From an optimization exercise on the open Yosys and OpenROAD flow, aimed at small area and a short achievable clock period; shortcuts taken in it are not production practice.
At most, simulation tests tie the RTL to the original design; equivalence was not proved.

==> build 34 <==
// adder_tree
module adder_tree
#(
    parameter   NB_IN               = 16,
    parameter   IN_WIDTH            = 16,
    parameter   OUT_WIDTH           = IN_WIDTH+NB_IN,
    parameter   USE_PIPE            = 0
)
(
    input   wire                        clk,
    input   wire                        aresetn,
    input   wire [NB_IN*IN_WIDTH-1:0]   data_in,
    input   wire                        data_in_en,
    output  reg [OUT_WIDTH-1:0]        data_out,
    output  reg                        data_out_en
);
wire s0;
wire c0;
wire s1;
wire c1;
wire s2;
wire c2;
wire s3;
wire c3;
wire s4;
wire c4;
wire s5;
wire c5;
wire s6;
wire c6;
wire s7;
wire c7;
wire s8;
wire c8;
wire s9;
wire c9;
wire s10;
wire c10;
wire s11;
wire c11;
wire s12;
wire c12;
wire s13;
wire c13;
wire s14;
wire c14;
wire s15;
wire c15;
wire s16;
wire c16;
wire s17;
wire c17;
wire s18;
wire c18;
wire s19;
wire c19;
wire s20;
wire c20;
wire s21;
wire c21;
wire s22;
wire c22;
wire s23;
wire c23;
wire s24;
wire c24;
wire s25;
wire c25;
wire s26;
wire c26;
wire s27;
wire c27;
wire s28;
wire c28;
wire s29;
wire c29;
wire s30;
wire c30;
wire s31;
wire c31;
wire s32;
wire c32;
wire s33;
wire c33;
wire s34;
wire c34;
wire s35;
wire c35;
wire s36;
wire c36;
wire s37;
wire c37;
wire s38;
wire c38;
wire s39;
wire c39;
wire s40;
wire c40;
wire s41;
wire c41;
wire s42;
wire c42;
wire s43;
wire c43;
wire s44;
wire c44;
wire s45;
wire c45;
wire s46;
wire c46;
wire s47;
wire c47;
wire s48;
wire c48;
wire s49;
wire c49;
wire s50;
wire c50;
wire s51;
wire c51;
wire s52;
wire c52;
wire s53;
wire c53;
wire s54;
wire c54;
wire s55;
wire c55;
wire s56;
wire c56;
wire s57;
wire c57;
wire s58;
wire c58;
wire s59;
wire c59;
wire s60;
wire c60;
wire s61;
wire c61;
wire s62;
wire c62;
wire s63;
wire c63;
wire s64;
wire c64;
wire s65;
wire c65;
wire s66;
wire c66;
wire s67;
wire c67;
wire s68;
wire c68;
wire s69;
wire c69;
wire s70;
wire c70;
wire s71;
wire c71;
wire s72;
wire c72;
wire s73;
wire c73;
wire s74;
wire c74;
wire s75;
wire c75;
wire s76;
wire c76;
wire s77;
wire c77;
wire s78;
wire c78;
wire s79;
wire c79;
wire s80;
wire c80;
wire s81;
wire c81;
wire s82;
wire c82;
wire s83;
wire c83;
wire s84;
wire c84;
wire s85;
wire c85;
wire s86;
wire c86;
wire s87;
wire c87;
wire s88;
wire c88;
wire s89;
  ...
clock: 7.0 ns
lec_check: 0
cap_margin: 20
core_margin: 2
core_utilization: 60
slew_margin: 20
synth_hierarchical: 1
synth_minimum_keep_size: 0
standard.sh (not shown) runs the stock make flow with config.mk's settings and CLKGATE_MAP_FILE= SYNTH_SCRIPT=/design/flow/synth_recipe.tcl, a recipe that flattens the netlist after the stock synthesis.
==> flow/flow/run.sh <==
#!/bin/bash
# Own layout flow: the standard ORFS flow (standard.sh, unchanged synthesis),
# with the port buffers chosen explicitly (small buf_1 on inputs, buf_2 on outputs)
# instead of the default clkdlybuf4s50_1 delay buffers.
set -euo pipefail
here=$(pwd)
export PRE_GLOBAL_PLACE_TCL=$here/flow/pre_gp.tcl
export CTS_ARGS="-sink_clustering_enable -repair_clock_nets -dont_use_dummy_load -buf_list sky130_fd_sc_hd__clkbuf_8"
bash standard.sh > $here/orfs_flow.log 2>&1
==> flow/flow/pre_gp.tcl <==
# Sourced by ORFS global_place.tcl before it buffers the ports: make its
# buffer_ports call put buf_1 on every input and buf_2 on every output.
rename buffer_ports orfs_buffer_ports
proc buffer_ports { args } {
  orfs_buffer_ports -inputs -buffer_cell sky130_fd_sc_hd__buf_1
  orfs_buffer_ports -outputs -buffer_cell sky130_fd_sc_hd__buf_2
}
==> trial 10: changes against build 34 <==
--- a/flow/design.v
+++ b/flow/design.v
@@ -476,63 +476,77 @@
 wire pg6 = cpa_g[13] | (cpa_p[13] & cpa_g[12]);
 wire pp6 = cpa_p[13] & cpa_p[12];
 wire pg7 = cpa_g[15] | (cpa_p[15] & cpa_g[14]);
 wire pp7 = cpa_p[15] & cpa_p[14];
 wire pg8 = cpa_g[17] | (cpa_p[17] & cpa_g[16]);
 wire pp8 = cpa_p[17] & cpa_p[16];
 wire pg9 = cpa_g[19] | (cpa_p[19] & cpa_g[18]);
 wire pp9 = cpa_p[19] & cpa_p[18];
-wire pg10 = pg1 | (pp1 & pg0);
-wire pp10 = pp1 & pp0;
-wire pg11 = pg3 | (pp3 & pg2);
-wire pp11 = pp3 & pp2;
-wire pg12 = pg5 | (pp5 & pg4);
-wire pp12 = pp5 & pp4;
-wire pg13 = pg7 | (pp7 & pg6);
-wire pp13 = pp7 & pp6;
-wire pg14 = pg9 | (pp9 & pg8);
-wire pp14 = pp9 & pp8;
-wire pg15 = pg11 | (pp11 & pg10);
-wire pp15 = pp11 & pp10;
-wire pg16 = pg13 | (pp13 & pg12);
-wire pp16 = pp13 & pp12;
-wire pg17 = pg16 | (pp16 & pg15);
-wire pp17 = pp16 & pp15;
-wire pg18 = pg12 | (pp12 & pg15);
-wire pp18 = pp12 & pp15;
-wire pg19 = pg14 | (pp14 & pg17);
-wire pp19 = pp14 & pp17;
-wire pg20 = pg2 | (pp2 & pg10);
-wire pp20 = pp2 & pp10;
-wire pg21 = pg4 | (pp4 & pg15);
-wire pp21 = pp4 & pp15;
-wire pg22 = pg6 | (pp6 & pg18);
-wire pp22 = pp6 & pp18;
-wire pg23 = pg8 | (pp8 & pg17);
-wire pp23 = pp8 & pp17;
-wire pg24 = cpa_g[2] | (cpa_p[2] & pg0);
-wire pp24 = cpa_p[2] & pp0;
-wire pg25 = cpa_g[4] | (cpa_p[4] & pg10);
-wire pp25 = cpa_p[4] & pp10;
-wire pg26 = cpa_g[6] | (cpa_p[6] & pg20);
-wire pp26 = cpa_p[6] & pp20;
-wire pg27 = cpa_g[8] | (cpa_p[8] & pg15);
-wire pp27 = cpa_p[8] & pp15;
-wire pg28 = cpa_g[10] | (cpa_p[10] & pg21);
-wire pp28 = cpa_p[10] & pp21;
-wire pg29 = cpa_g[12] | (cpa_p[12] & pg18);
-wire pp29 = cpa_p[12] & pp18;
-wire pg30 = cpa_g[14] | (cpa_p[14] & pg22);
-wire pp30 = cpa_p[14] & pp22;
-wire pg31 = cpa_g[16] | (cpa_p[16] & pg17);
-wire pp31 = cpa_p[16] & pp17;
-wire pg32 = cpa_g[18] | (cpa_p[18] & pg23);
-wire pp32 = cpa_p[18] & pp23;
-wire [19:0] cpa_s = cpa_p ^ {pg32, pg23, pg31, pg17, pg30, pg22, pg29, pg18, pg28, pg21, pg27, pg15, pg26, pg20, pg25, pg10, pg24, pg0, cpa_g[0], 1'b0};
+wire pg10 = cpa_g[2] | (cpa_p[2] & pg0);
+wire pp10 = cpa_p[2] & pp0;
+wire pg11 = pg1 | (pp1 & pg0);
+wire pp11 = pp1 & pp0;
+wire pg12 = cpa_g[6] | (cpa_p[6] & pg2);
+wire pp12 = cpa_p[6] & pp2;
+wire pg13 = pg3 | (pp3 & pg2);
+wire pp13 = pp3 & pp2;
+wire pg14 = cpa_g[10] | (cpa_p[10] & pg4);
+wire pp14 = cpa_p[10] & pp4;
+wire pg15 = pg5 | (pp5 & pg4);
+wire pp15 = pp5 & pp4;
+wire pg16 = cpa_g[14] | (cpa_p[14] & pg6);
+wire pp16 = cpa_p[14] & pp6;
+wire pg17 = pg7 | (pp7 & pg6);
+wire pp17 = pp7 & pp6;
+wire pg18 = cpa_g[18] | (cpa_p[18] & pg8);
+wire pp18 = cpa_p[18] & pp8;
+wire pg19 = pg9 | (pp9 & pg8);
+wire pp19 = pp9 & pp8;
+wire pg20 = cpa_g[4] | (cpa_p[4] & pg11);
+wire pp20 = cpa_p[4] & pp11;
+wire pg21 = pg2 | (pp2 & pg11);
+wire pp21 = pp2 & pp11;
+wire pg22 = pg12 | (pp12 & pg11);
+wire pp22 = pp12 & pp11;
+wire pg23 = pg13 | (pp13 & pg11);
+wire pp23 = pp13 & pp11;
+wire pg24 = cpa_g[12] | (cpa_p[12] & pg15);
+wire pp24 = cpa_p[12] & pp15;
+wire pg25 = pg6 | (pp6 & pg15);
+wire pp25 = pp6 & pp15;
+wire pg26 = pg16 | (pp16 & pg15);
+wire pp26 = pp16 & pp15;
+wire pg27 = pg17 | (pp17 & pg15);
+wire pp27 = pp17 & pp15;
+wire pg28 = cpa_g[8] | (cpa_p[8] & pg23);
+wire pp28 = cpa_p[8] & pp23;
+wire pg29 = pg4 | (pp4 & pg23);
+wire pp29 = pp4 & pp23;
+wire pg30 = pg14 | (pp14 & pg23);
+wire pp30 = pp14 & pp23;
+wire pg31 = pg15 | (pp15 & pg23);
+wire pp31 = pp15 & pp23;
+wire pg32 = pg24 | (pp24 & pg23);
+wire pp32 = pp24 & pp23;
+wire pg33 = pg25 | (pp25 & pg23);
+wire pp33 = pp25 & pp23;
+wire pg34 = pg26 | (pp26 & pg23);
+wire pp34 = pp26 & pp23;
+wire pg35 = pg27 | (pp27 & pg23);
+wire pp35 = pp27 & pp23;
+wire pg36 = cpa_g[16] | (cpa_p[16] & pg35);
+wire pp36 = cpa_p[16] & pp35;
+wire pg37 = pg8 | (pp8 & pg35);
+wire pp37 = pp8 & pp35;
+wire pg38 = pg18 | (pp18 & pg35);
+wire pp38 = pp18 & pp35;
+wire pg39 = pg19 | (pp19 & pg35);
+wire pp39 = pp19 & pp35;
+wire [19:0] cpa_s = cpa_p ^ {pg38, pg37, pg36, pg35, pg34, pg33, pg32, pg31, pg30, pg29, pg28, pg23, pg22, pg21, pg20, pg11, pg10, pg0, cpa_g[0], 1'b0};
 adder_tree_fa u_fa0 (.a(data_in[0]), .b(data_in[112]), .c(data_in[128]), .s(s0), .co(c0));
 adder_tree_fa u_fa1 (.a(data_in[144]), .b(data_in[160]), .c(data_in[16]), .s(s1), .co(c1));
 adder_tree_fa u_fa2 (.a(data_in[176]), .b(data_in[192]), .c(data_in[208]), .s(s2), .co(c2));
 adder_tree_fa u_fa3 (.a(data_in[224]), .b(data_in[240]), .c(data_in[32]), .s(s3), .co(c3));
 adder_tree_fa u_fa4 (.a(data_in[48]), .b(data_in[64]), .c(data_in[80]), .s(s4), .co(c4));
 adder_tree_fa u_fa5 (.a(data_in[96]), .b(s0), .c(s1), .s(s5), .co(c5));
 adder_tree_fa u_fa6 (.a(s2), .b(s3), .c(s4), .s(s6), .co(c6));
 adder_tree_fa u_fa7 (.a(data_in[113]), .b(data_in[129]), .c(data_in[145]), .s(s7), .co(c7));
==> flow/flow/run.sh (replaced) <==
#!/bin/bash
# Own layout flow: the standard ORFS flow (standard.sh, unchanged synthesis),
# with the port buffers chosen explicitly (small buf_1 on inputs, buf_2 on outputs)
# instead of the default clkdlybuf4s50_1 delay buffers.
set -euo pipefail
here=$(pwd)
export PRE_GLOBAL_PLACE_TCL=$here/flow/pre_gp.tcl
export SKIP_REPAIR_TIE_FANOUT=1
export CTS_ARGS="-sink_clustering_enable -repair_clock_nets -dont_use_dummy_load -buf_list sky130_fd_sc_hd__clkbuf_8"
bash standard.sh > $here/orfs_flow.log 2>&1
CORE_UTILIZATION = 68   (was 60)
==> trial 91: changes against build 34 <==
--- a/flow/design.v
+++ b/flow/design.v
@@ -454,85 +454,17 @@
 wire c218;
 wire s219;
 wire c219;
 wire s220;
 wire c220;
 reg [34:0] p2;
 wire [19:0] cpa_a = {1'b0, p2[33], p2[31], p2[29], p2[27], p2[25], p2[23], p2[21], p2[19], p2[17], p2[15], p2[13], p2[11], p2[10], p2[7], p2[5], p2[4], p2[3], p2[2], p2[0]};
 wire [19:0] cpa_b = {1'b0, p2[34], p2[32], p2[30], p2[28], p2[26], p2[24], p2[22], p2[20], p2[18], p2[16], p2[14], p2[12], p2[9], p2[8], p2[6], 1'b0, 1'b0, 1'b0, p2[1]};
-wire [19:0] cpa_g = cpa_a & cpa_b;
-wire [19:0] cpa_p = cpa_a ^ cpa_b;
-wire pg0 = cpa_g[1] | (cpa_p[1] & cpa_g[0]);
-wire pp0 = cpa_p[1] & cpa_p[0];
-wire pg1 = cpa_g[3] | (cpa_p[3] & cpa_g[2]);
-wire pp1 = cpa_p[3] & cpa_p[2];
-wire pg2 = cpa_g[5] | (cpa_p[5] & cpa_g[4]);
-wire pp2 = cpa_p[5] & cpa_p[4];
-wire pg3 = cpa_g[7] | (cpa_p[7] & cpa_g[6]);
-wire pp3 = cpa_p[7] & cpa_p[6];
-wire pg4 = cpa_g[9] | (cpa_p[9] & cpa_g[8]);
-wire pp4 = cpa_p[9] & cpa_p[8];
-wire pg5 = cpa_g[11] | (cpa_p[11] & cpa_g[10]);
-wire pp5 = cpa_p[11] & cpa_p[10];
-wire pg6 = cpa_g[13] | (cpa_p[13] & cpa_g[12]);
-wire pp6 = cpa_p[13] & cpa_p[12];
-wire pg7 = cpa_g[15] | (cpa_p[15] & cpa_g[14]);
-wire pp7 = cpa_p[15] & cpa_p[14];
-wire pg8 = cpa_g[17] | (cpa_p[17] & cpa_g[16]);
-wire pp8 = cpa_p[17] & cpa_p[16];
-wire pg9 = cpa_g[19] | (cpa_p[19] & cpa_g[18]);
-wire pp9 = cpa_p[19] & cpa_p[18];
-wire pg10 = pg1 | (pp1 & pg0);
-wire pp10 = pp1 & pp0;
-wire pg11 = pg3 | (pp3 & pg2);
-wire pp11 = pp3 & pp2;
-wire pg12 = pg5 | (pp5 & pg4);
-wire pp12 = pp5 & pp4;
-wire pg13 = pg7 | (pp7 & pg6);
-wire pp13 = pp7 & pp6;
-wire pg14 = pg9 | (pp9 & pg8);
-wire pp14 = pp9 & pp8;
-wire pg15 = pg11 | (pp11 & pg10);
-wire pp15 = pp11 & pp10;
-wire pg16 = pg13 | (pp13 & pg12);
-wire pp16 = pp13 & pp12;
-wire pg17 = pg16 | (pp16 & pg15);
-wire pp17 = pp16 & pp15;
-wire pg18 = pg12 | (pp12 & pg15);
-wire pp18 = pp12 & pp15;
-wire pg19 = pg14 | (pp14 & pg17);
-wire pp19 = pp14 & pp17;
-wire pg20 = pg2 | (pp2 & pg10);
-wire pp20 = pp2 & pp10;
-wire pg21 = pg4 | (pp4 & pg15);
-wire pp21 = pp4 & pp15;
-wire pg22 = pg6 | (pp6 & pg18);
-wire pp22 = pp6 & pp18;
-wire pg23 = pg8 | (pp8 & pg17);
-wire pp23 = pp8 & pp17;
-wire pg24 = cpa_g[2] | (cpa_p[2] & pg0);
-wire pp24 = cpa_p[2] & pp0;
-wire pg25 = cpa_g[4] | (cpa_p[4] & pg10);
-wire pp25 = cpa_p[4] & pp10;
-wire pg26 = cpa_g[6] | (cpa_p[6] & pg20);
-wire pp26 = cpa_p[6] & pp20;
-wire pg27 = cpa_g[8] | (cpa_p[8] & pg15);
-wire pp27 = cpa_p[8] & pp15;
-wire pg28 = cpa_g[10] | (cpa_p[10] & pg21);
-wire pp28 = cpa_p[10] & pp21;
-wire pg29 = cpa_g[12] | (cpa_p[12] & pg18);
-wire pp29 = cpa_p[12] & pp18;
-wire pg30 = cpa_g[14] | (cpa_p[14] & pg22);
-wire pp30 = cpa_p[14] & pp22;
-wire pg31 = cpa_g[16] | (cpa_p[16] & pg17);
-wire pp31 = cpa_p[16] & pp17;
-wire pg32 = cpa_g[18] | (cpa_p[18] & pg23);
-wire pp32 = cpa_p[18] & pp23;
-wire [19:0] cpa_s = cpa_p ^ {pg32, pg23, pg31, pg17, pg30, pg22, pg29, pg18, pg28, pg21, pg27, pg15, pg26, pg20, pg25, pg10, pg24, pg0, cpa_g[0], 1'b0};
+wire [19:0] cpa_s = cpa_a + cpa_b;
 adder_tree_fa u_fa0 (.a(data_in[0]), .b(data_in[112]), .c(data_in[128]), .s(s0), .co(c0));
 adder_tree_fa u_fa1 (.a(data_in[144]), .b(data_in[160]), .c(data_in[16]), .s(s1), .co(c1));
 adder_tree_fa u_fa2 (.a(data_in[176]), .b(data_in[192]), .c(data_in[208]), .s(s2), .co(c2));
 adder_tree_fa u_fa3 (.a(data_in[224]), .b(data_in[240]), .c(data_in[32]), .s(s3), .co(c3));
 adder_tree_fa u_fa4 (.a(data_in[48]), .b(data_in[64]), .c(data_in[80]), .s(s4), .co(c4));
 adder_tree_fa u_fa5 (.a(data_in[96]), .b(s0), .c(s1), .s(s5), .co(c5));
 adder_tree_fa u_fa6 (.a(s2), .b(s3), .c(s4), .s(s6), .co(c6));
 adder_tree_fa u_fa7 (.a(data_in[113]), .b(data_in[129]), .c(data_in[145]), .s(s7), .co(c7));
==> flow/flow/run.sh (replaced) <==
#!/bin/bash
# Own layout flow: the standard ORFS flow (standard.sh, unchanged synthesis),
# with the port buffers chosen explicitly (small buf_1 on inputs, buf_2 on outputs)
# instead of the default clkdlybuf4s50_1 delay buffers.
set -euo pipefail
here=$(pwd)
export PRE_GLOBAL_PLACE_TCL=$here/flow/pre_gp.tcl
export CTS_ARGS="-sink_clustering_enable -repair_clock_nets -dont_use_dummy_load -buf_list sky130_fd_sc_hd__clkbuf_8 -sink_clustering_size 30 -sink_clustering_max_diameter 80"
bash standard.sh > $here/orfs_flow.log 2>&1
==> trial 51: changes against build 34 <==
--- a/flow/design.v
+++ b/flow/design.v
@@ -454,85 +454,17 @@
 wire c218;
 wire s219;
 wire c219;
 wire s220;
 wire c220;
 reg [34:0] p2;
 wire [19:0] cpa_a = {1'b0, p2[33], p2[31], p2[29], p2[27], p2[25], p2[23], p2[21], p2[19], p2[17], p2[15], p2[13], p2[11], p2[10], p2[7], p2[5], p2[4], p2[3], p2[2], p2[0]};
 wire [19:0] cpa_b = {1'b0, p2[34], p2[32], p2[30], p2[28], p2[26], p2[24], p2[22], p2[20], p2[18], p2[16], p2[14], p2[12], p2[9], p2[8], p2[6], 1'b0, 1'b0, 1'b0, p2[1]};
-wire [19:0] cpa_g = cpa_a & cpa_b;
-wire [19:0] cpa_p = cpa_a ^ cpa_b;
-wire pg0 = cpa_g[1] | (cpa_p[1] & cpa_g[0]);
-wire pp0 = cpa_p[1] & cpa_p[0];
-wire pg1 = cpa_g[3] | (cpa_p[3] & cpa_g[2]);
-wire pp1 = cpa_p[3] & cpa_p[2];
-wire pg2 = cpa_g[5] | (cpa_p[5] & cpa_g[4]);
-wire pp2 = cpa_p[5] & cpa_p[4];
-wire pg3 = cpa_g[7] | (cpa_p[7] & cpa_g[6]);
-wire pp3 = cpa_p[7] & cpa_p[6];
-wire pg4 = cpa_g[9] | (cpa_p[9] & cpa_g[8]);
-wire pp4 = cpa_p[9] & cpa_p[8];
-wire pg5 = cpa_g[11] | (cpa_p[11] & cpa_g[10]);
-wire pp5 = cpa_p[11] & cpa_p[10];
-wire pg6 = cpa_g[13] | (cpa_p[13] & cpa_g[12]);
-wire pp6 = cpa_p[13] & cpa_p[12];
-wire pg7 = cpa_g[15] | (cpa_p[15] & cpa_g[14]);
-wire pp7 = cpa_p[15] & cpa_p[14];
-wire pg8 = cpa_g[17] | (cpa_p[17] & cpa_g[16]);
-wire pp8 = cpa_p[17] & cpa_p[16];
-wire pg9 = cpa_g[19] | (cpa_p[19] & cpa_g[18]);
-wire pp9 = cpa_p[19] & cpa_p[18];
-wire pg10 = pg1 | (pp1 & pg0);
-wire pp10 = pp1 & pp0;
-wire pg11 = pg3 | (pp3 & pg2);
-wire pp11 = pp3 & pp2;
-wire pg12 = pg5 | (pp5 & pg4);
-wire pp12 = pp5 & pp4;
-wire pg13 = pg7 | (pp7 & pg6);
-wire pp13 = pp7 & pp6;
-wire pg14 = pg9 | (pp9 & pg8);
-wire pp14 = pp9 & pp8;
-wire pg15 = pg11 | (pp11 & pg10);
-wire pp15 = pp11 & pp10;
-wire pg16 = pg13 | (pp13 & pg12);
-wire pp16 = pp13 & pp12;
-wire pg17 = pg16 | (pp16 & pg15);
-wire pp17 = pp16 & pp15;
-wire pg18 = pg12 | (pp12 & pg15);
-wire pp18 = pp12 & pp15;
-wire pg19 = pg14 | (pp14 & pg17);
-wire pp19 = pp14 & pp17;
-wire pg20 = pg2 | (pp2 & pg10);
-wire pp20 = pp2 & pp10;
-wire pg21 = pg4 | (pp4 & pg15);
-wire pp21 = pp4 & pp15;
-wire pg22 = pg6 | (pp6 & pg18);
-wire pp22 = pp6 & pp18;
-wire pg23 = pg8 | (pp8 & pg17);
-wire pp23 = pp8 & pp17;
-wire pg24 = cpa_g[2] | (cpa_p[2] & pg0);
-wire pp24 = cpa_p[2] & pp0;
-wire pg25 = cpa_g[4] | (cpa_p[4] & pg10);
-wire pp25 = cpa_p[4] & pp10;
-wire pg26 = cpa_g[6] | (cpa_p[6] & pg20);
-wire pp26 = cpa_p[6] & pp20;
-wire pg27 = cpa_g[8] | (cpa_p[8] & pg15);
-wire pp27 = cpa_p[8] & pp15;
-wire pg28 = cpa_g[10] | (cpa_p[10] & pg21);
-wire pp28 = cpa_p[10] & pp21;
-wire pg29 = cpa_g[12] | (cpa_p[12] & pg18);
-wire pp29 = cpa_p[12] & pp18;
-wire pg30 = cpa_g[14] | (cpa_p[14] & pg22);
-wire pp30 = cpa_p[14] & pp22;
-wire pg31 = cpa_g[16] | (cpa_p[16] & pg17);
-wire pp31 = cpa_p[16] & pp17;
-wire pg32 = cpa_g[18] | (cpa_p[18] & pg23);
-wire pp32 = cpa_p[18] & pp23;
-wire [19:0] cpa_s = cpa_p ^ {pg32, pg23, pg31, pg17, pg30, pg22, pg29, pg18, pg28, pg21, pg27, pg15, pg26, pg20, pg25, pg10, pg24, pg0, cpa_g[0], 1'b0};
+wire [19:0] cpa_s = cpa_a + cpa_b;
 adder_tree_fa u_fa0 (.a(data_in[0]), .b(data_in[112]), .c(data_in[128]), .s(s0), .co(c0));
 adder_tree_fa u_fa1 (.a(data_in[144]), .b(data_in[160]), .c(data_in[16]), .s(s1), .co(c1));
 adder_tree_fa u_fa2 (.a(data_in[176]), .b(data_in[192]), .c(data_in[208]), .s(s2), .co(c2));
 adder_tree_fa u_fa3 (.a(data_in[224]), .b(data_in[240]), .c(data_in[32]), .s(s3), .co(c3));
 adder_tree_fa u_fa4 (.a(data_in[48]), .b(data_in[64]), .c(data_in[80]), .s(s4), .co(c4));
 adder_tree_fa u_fa5 (.a(data_in[96]), .b(s0), .c(s1), .s(s5), .co(c5));
 adder_tree_fa u_fa6 (.a(s2), .b(s3), .c(s4), .s(s6), .co(c6));
 adder_tree_fa u_fa7 (.a(data_in[113]), .b(data_in[129]), .c(data_in[145]), .s(s7), .co(c7));
SETUP_SLACK_MARGIN = 4.75   (was unset)
==> flow_metrics.tcl <==
set metrics [dict create \
    routed_wl_mm 14.41 \
    status "complete, no violations" \
    clk_latency_ns 0.43 \
    gp_congestion 0.7538 \
    ir_drop_mv 0.1639 \
    nFillCells 1025 \
    power_switching_mw 1.401 \
    synth_area_leaders "fa_1 51%, dfxtp_1 41%, ha_1 2.4%" \
]
the above is filed under build 34

==> flow_metrics.tcl <==
set metrics [dict create \
    gp_congestion 0.7906 \
    ir_drop_mv 0.1668 \
    status "complete, no violations" \
    routed_wl_mm 15.35 \
    synth_area_leaders "fa_1 48%, dfxtp_1 40%, ha_1 2.3%" \
    power_switching_mw 1.600 \
]
the above is filed under trial 91

==> flow_metrics.tcl <==
set metrics [dict create \
    gp_congestion 0.7777 \
    status "complete, no violations" \
    power_switching_mw 1.660 \
    nFillCells 1003 \
    port_buffers 279 \
    synth_area_leaders "fa_1 48%, dfxtp_1 40%, ha_1 2.3%" \
    largest_reg_flops 128 \
    routed_wl_mm 15.55 \
]
the above is filed under trial 51

==> flow_metrics.tcl <==
set metrics [dict create \
    status "complete, no violations" \
    setup_tns_ns 0 \
    gp_congestion 0.8333 \
    ir_drop_mv 0.2278 \
    power_switching_mw 1.495 \
    min_to "p2[1]$_DFF_P_" \
    wl_met1_mm 5.643 \
    bufAreaShareNonClock 0.1036 \
    yosys.area.top_type "fa_1" \
    synth_area_leaders "fa_1 50%, dfxtp_1 41%, ha_1 2.5%" \
    clk_latency_ns 0.45 \
]
the above is filed under trial 10

Function not checked in build 34: the RTL went through the layout flow alone.

[static timing again, ports no longer ideal]
Ports are ideal in the flow. The routed layouts listed here were re-timed in OpenROAD.
Step 1 (the two cells are an assumption about what drives the block):
set clk [get_ports {clk}]
set_driving_cell -lib_cell sky130_fd_sc_hd__clkbuf_16 $clk
set_driving_cell -lib_cell sky130_fd_sc_hd__buf_2 [delete_from_list [all_inputs] $clk]
Step 2 adds t to the input delays and takes it off the output delays; t is the mean of the earliest and latest rising clock arrival at the registers after step 1. Input paths then give back, and output paths get back, about the clock's delay inside the block.
Slacks: ideal / step 1 / step 2; pairs: ideal / step 1.
| run | t (ns) | slack for setup (ns) | cell pins on the clock port's net |
|---|---|---|---|
| build 34 | 0.461 | 4.605 / 4.605 / 4.345 | 1 |
| trial 10 | 0.476 | 4.580 / 4.580 / 4.333 | 1 |
| trial 91 | 0.455 | 4.644 / 4.636 / 4.330 | 1 |
| trial 51 | 0.467 | 4.646 / 4.629 / 4.345 | 1 |
After both steps every run listed still meets setup and hold. The setup slack of trial 91, which loses most, moves by -0.008 ns with the drivers and by -0.314 ns with both steps.
